From an optimization exercise on the open Yosys and OpenROAD flow, aimed at small area, a short achievable clock period and few clock cycles; shortcuts taken in it are not production practice.
The RTL was checked by simulation tests, not by an equivalence proof against the original design.
Power and IR drop assume default switching activity.

// pipeline
module pipeline (
        input wire clk,
        input wire reset,
        output wire [16-2-1:0] imem_addr,
        input wire [32-1:0] imem_rdata,
        output wire [16-2-1:0] dmem_addr,
        output wire dmem_we,
        output wire [32-1:0] dmem_wdata,
        input wire [32-1:0] dmem_rdata
    );
    genvar gi;
    reg         m_wen;       
    reg  [4:0]  m_rd;
    reg         m_ld;
    reg         m_st;
    reg  [13:0] m_addr;      
    reg  [31:0] m_res;       
    reg         m_mul;       
    reg  [31:0] m_res2;      
    assign dmem_addr  = m_addr;
    assign dmem_we    = m_st;
    assign dmem_wdata = m_res;
    wire [31:0] mul;
    pfx_add #(32) u_mul (.a(m_res), .b(m_res2), .cin(1'b0), .s(mul));
    wire [31:0] wb_val = m_ld ? dmem_rdata : m_mul ? mul : m_res;
    wire [1023:32] rf;
    generate
        for (gi = 1; gi < 32; gi = gi + 1) begin : g_rf
            reg [31:0] r;
            always @(posedge clk)
                if (m_wen && m_rd == gi)
                    r <= wb_val;
            assign rf[gi*32 +: 32] = r;
        end
    endgenerate
    reg         x_valid;     
    reg         xr_wen, xr_ld, xr_st, xr_br, xr_jalr, xr_mul;
  ...
==> flow/config.mk <==
export PLATFORM = sky130hd
export DESIGN_NAME = pipeline
export DESIGN_NICKNAME = pipeline
export VERILOG_FILES = /design/flow/design.v
export SDC_FILE = /design/flow/constraint.sdc
export NUM_CORES = 4
export LEC_CHECK = 0
export CAP_MARGIN = 20
export CORE_MARGIN = 2
export CORE_UTILIZATION = 50
export CTS_BUF_LIST = sky130_fd_sc_hd__clkbuf_8
export PLACE_DENSITY = 0.6
export SLEW_MARGIN = 20
export TNS_END_PERCENT = 20
==> flow/constraint.sdc <==
create_clock -name core_clock -period 10.0 [get_ports {clk}]
set_input_delay 2.0000 -clock core_clock [delete_from_list [all_inputs] [get_ports {clk}]]
set_output_delay 2.0000 -clock core_clock [all_outputs]
set_load 0.01 [all_outputs]
standard.sh (not shown) runs the stock make flow with config.mk's settings and CLKGATE_MAP_FILE= SYNTH_SCRIPT=/design/flow/synth_recipe.tcl, a recipe that flattens the netlist after the stock synthesis.
==> flow/flow/run.sh <==
#!/bin/bash
# The standard flow: the standard flow's synthesis unchanged, then the layout with the
# port buffers made of buf_4 cells and the resizer asked for more setup slack.
set -euo pipefail
bash standard.sh synth > synth.log 2>&1
export BUFFER_PORTS_ARGS="-buffer_cell sky130_fd_sc_hd__buf_4"
bash standard.sh SETUP_SLACK_MARGIN=6 finish > layout.log 2>&1
The baseline completed with no timing, DRC or antenna violations.
Testbench counts at the start, summed over its fixed seeds: cycles 152,448.
Then changed:
--- a/flow/design.v
+++ b/flow/design.v
@@ -18,15 +18,15 @@
     reg         m_mul;       
     reg  [31:0] m_res2;      
     assign dmem_addr  = m_addr;
     assign dmem_we    = m_st;
     assign dmem_wdata = m_res;
     wire [31:0] mul;
     pfx_add #(32) u_mul (.a(m_res), .b(m_res2), .cin(1'b0), .s(mul));
-    wire [31:0] wb_val = m_ld ? dmem_rdata : m_mul ? mul : m_res;
+    wire [31:0] wb_val = m_mul ? mul : m_ld ? dmem_rdata : m_res;
     wire [1023:32] rf;
     generate
         for (gi = 1; gi < 32; gi = gi + 1) begin : g_rf
             reg [31:0] r;
             always @(posedge clk)
                 if (m_wen && m_rd == gi)
                     r <= wb_val;
@@ -113,16 +113,17 @@
         endcase
     end
     wire redirect = x_jalr || (x_br && (taken ^ x_predtk));
     wire [31:2] redirect_pc = x_jalr ? sum[31:2] : x_v1;
     reg  [31:2] pc_pred, pc_redir;
     reg         use_redir;
     wire [31:2] pc = use_redir ? pc_redir : pc_pred;
+    reg  [15:2] ia;
     wire [31:0] inst = imem_rdata;
-    assign imem_addr = pc[16-1:2];
+    assign imem_addr = ia;
     wire [4:0] opc = inst[6:2];
     wire [2:0] f3  = inst[14:12];
     wire [4:0] rd  = inst[11:7];
     wire [4:0] rs1 = inst[19:15];
     wire [4:0] rs2 = inst[24:20];
     wire op_r     = opc == 5'b01100;
     wire op_i     = opc == 5'b00100;
@@ -180,14 +181,22 @@
         if (reset)
             pc_pred <= 32'h200 >> 2;
         else if (stall)
             pc_pred <= pc;
         else
             pc_pred <= predtk ? pcimm : pc4;
         pc_redir  <= redirect_pc;
+        if (reset)
+            ia <= 32'h200 >> 2;
+        else if (redirect)
+            ia <= redirect_pc[15:2];
+        else if (predtk && !stall)
+            ia <= pcimm[15:2];
+        else
+            ia <= stall ? pc[15:2] : pc4[15:2];
         use_redir <= !reset && redirect;
         x_valid <= !reset && !redirect && !stall;
         xr_wen  <= wen;
         xr_ld   <= op_ld;
         xr_st   <= op_st;
         xr_br   <= op_br;
         xr_jalr <= op_jalr;
Effect:
- non-clock buffer count is lower by 8
- design area rises by 0.64%
- hold slack improved by 6.5 ps
- area after synthesis went up by 0.62%
- power went up by 2.7%
Testbench counts after the change, summed over its fixed seeds: cycles 152,448.

[port drivers added, routing unchanged]
Ports are ideal in the flow. The routed layouts listed here were re-timed in OpenROAD. Step 1 sets driving cells, clkbuf_16 on the clock port and buf_2 on the other inputs (assumed; they add their load-dependent delay and slew). Step 2 also shifts input and output timing later by t, the mid clock arrival at the registers, as if the neighbouring blocks saw the same clock. Three values: ideal, step 1, step 2; two values: the first two.
| run | t, ns | setup WS [ns] | hold WS [ns] | latest minus earliest clock arrival (ns) | slew at the worst register clock pin (ns) |
|---|---|---|---|---|---|
| the first run | 1.048 | 5.658 / 5.710 / 4.661 | 0.397 / 0.397 / 0.397 | 0.117 / 0.117 | 0.08 / 0.08 |
| the second run | 1.054 | 5.393 / 5.444 / 4.390 | 0.403 / 0.403 / 0.403 | 0.075 / 0.075 | 0.08 / 0.08 |
After both steps every run listed still meets setup and hold. For the second run, which loses most, drivers alone change the setup slack by +0.051 ns; drivers and shift together by -1.003 ns.
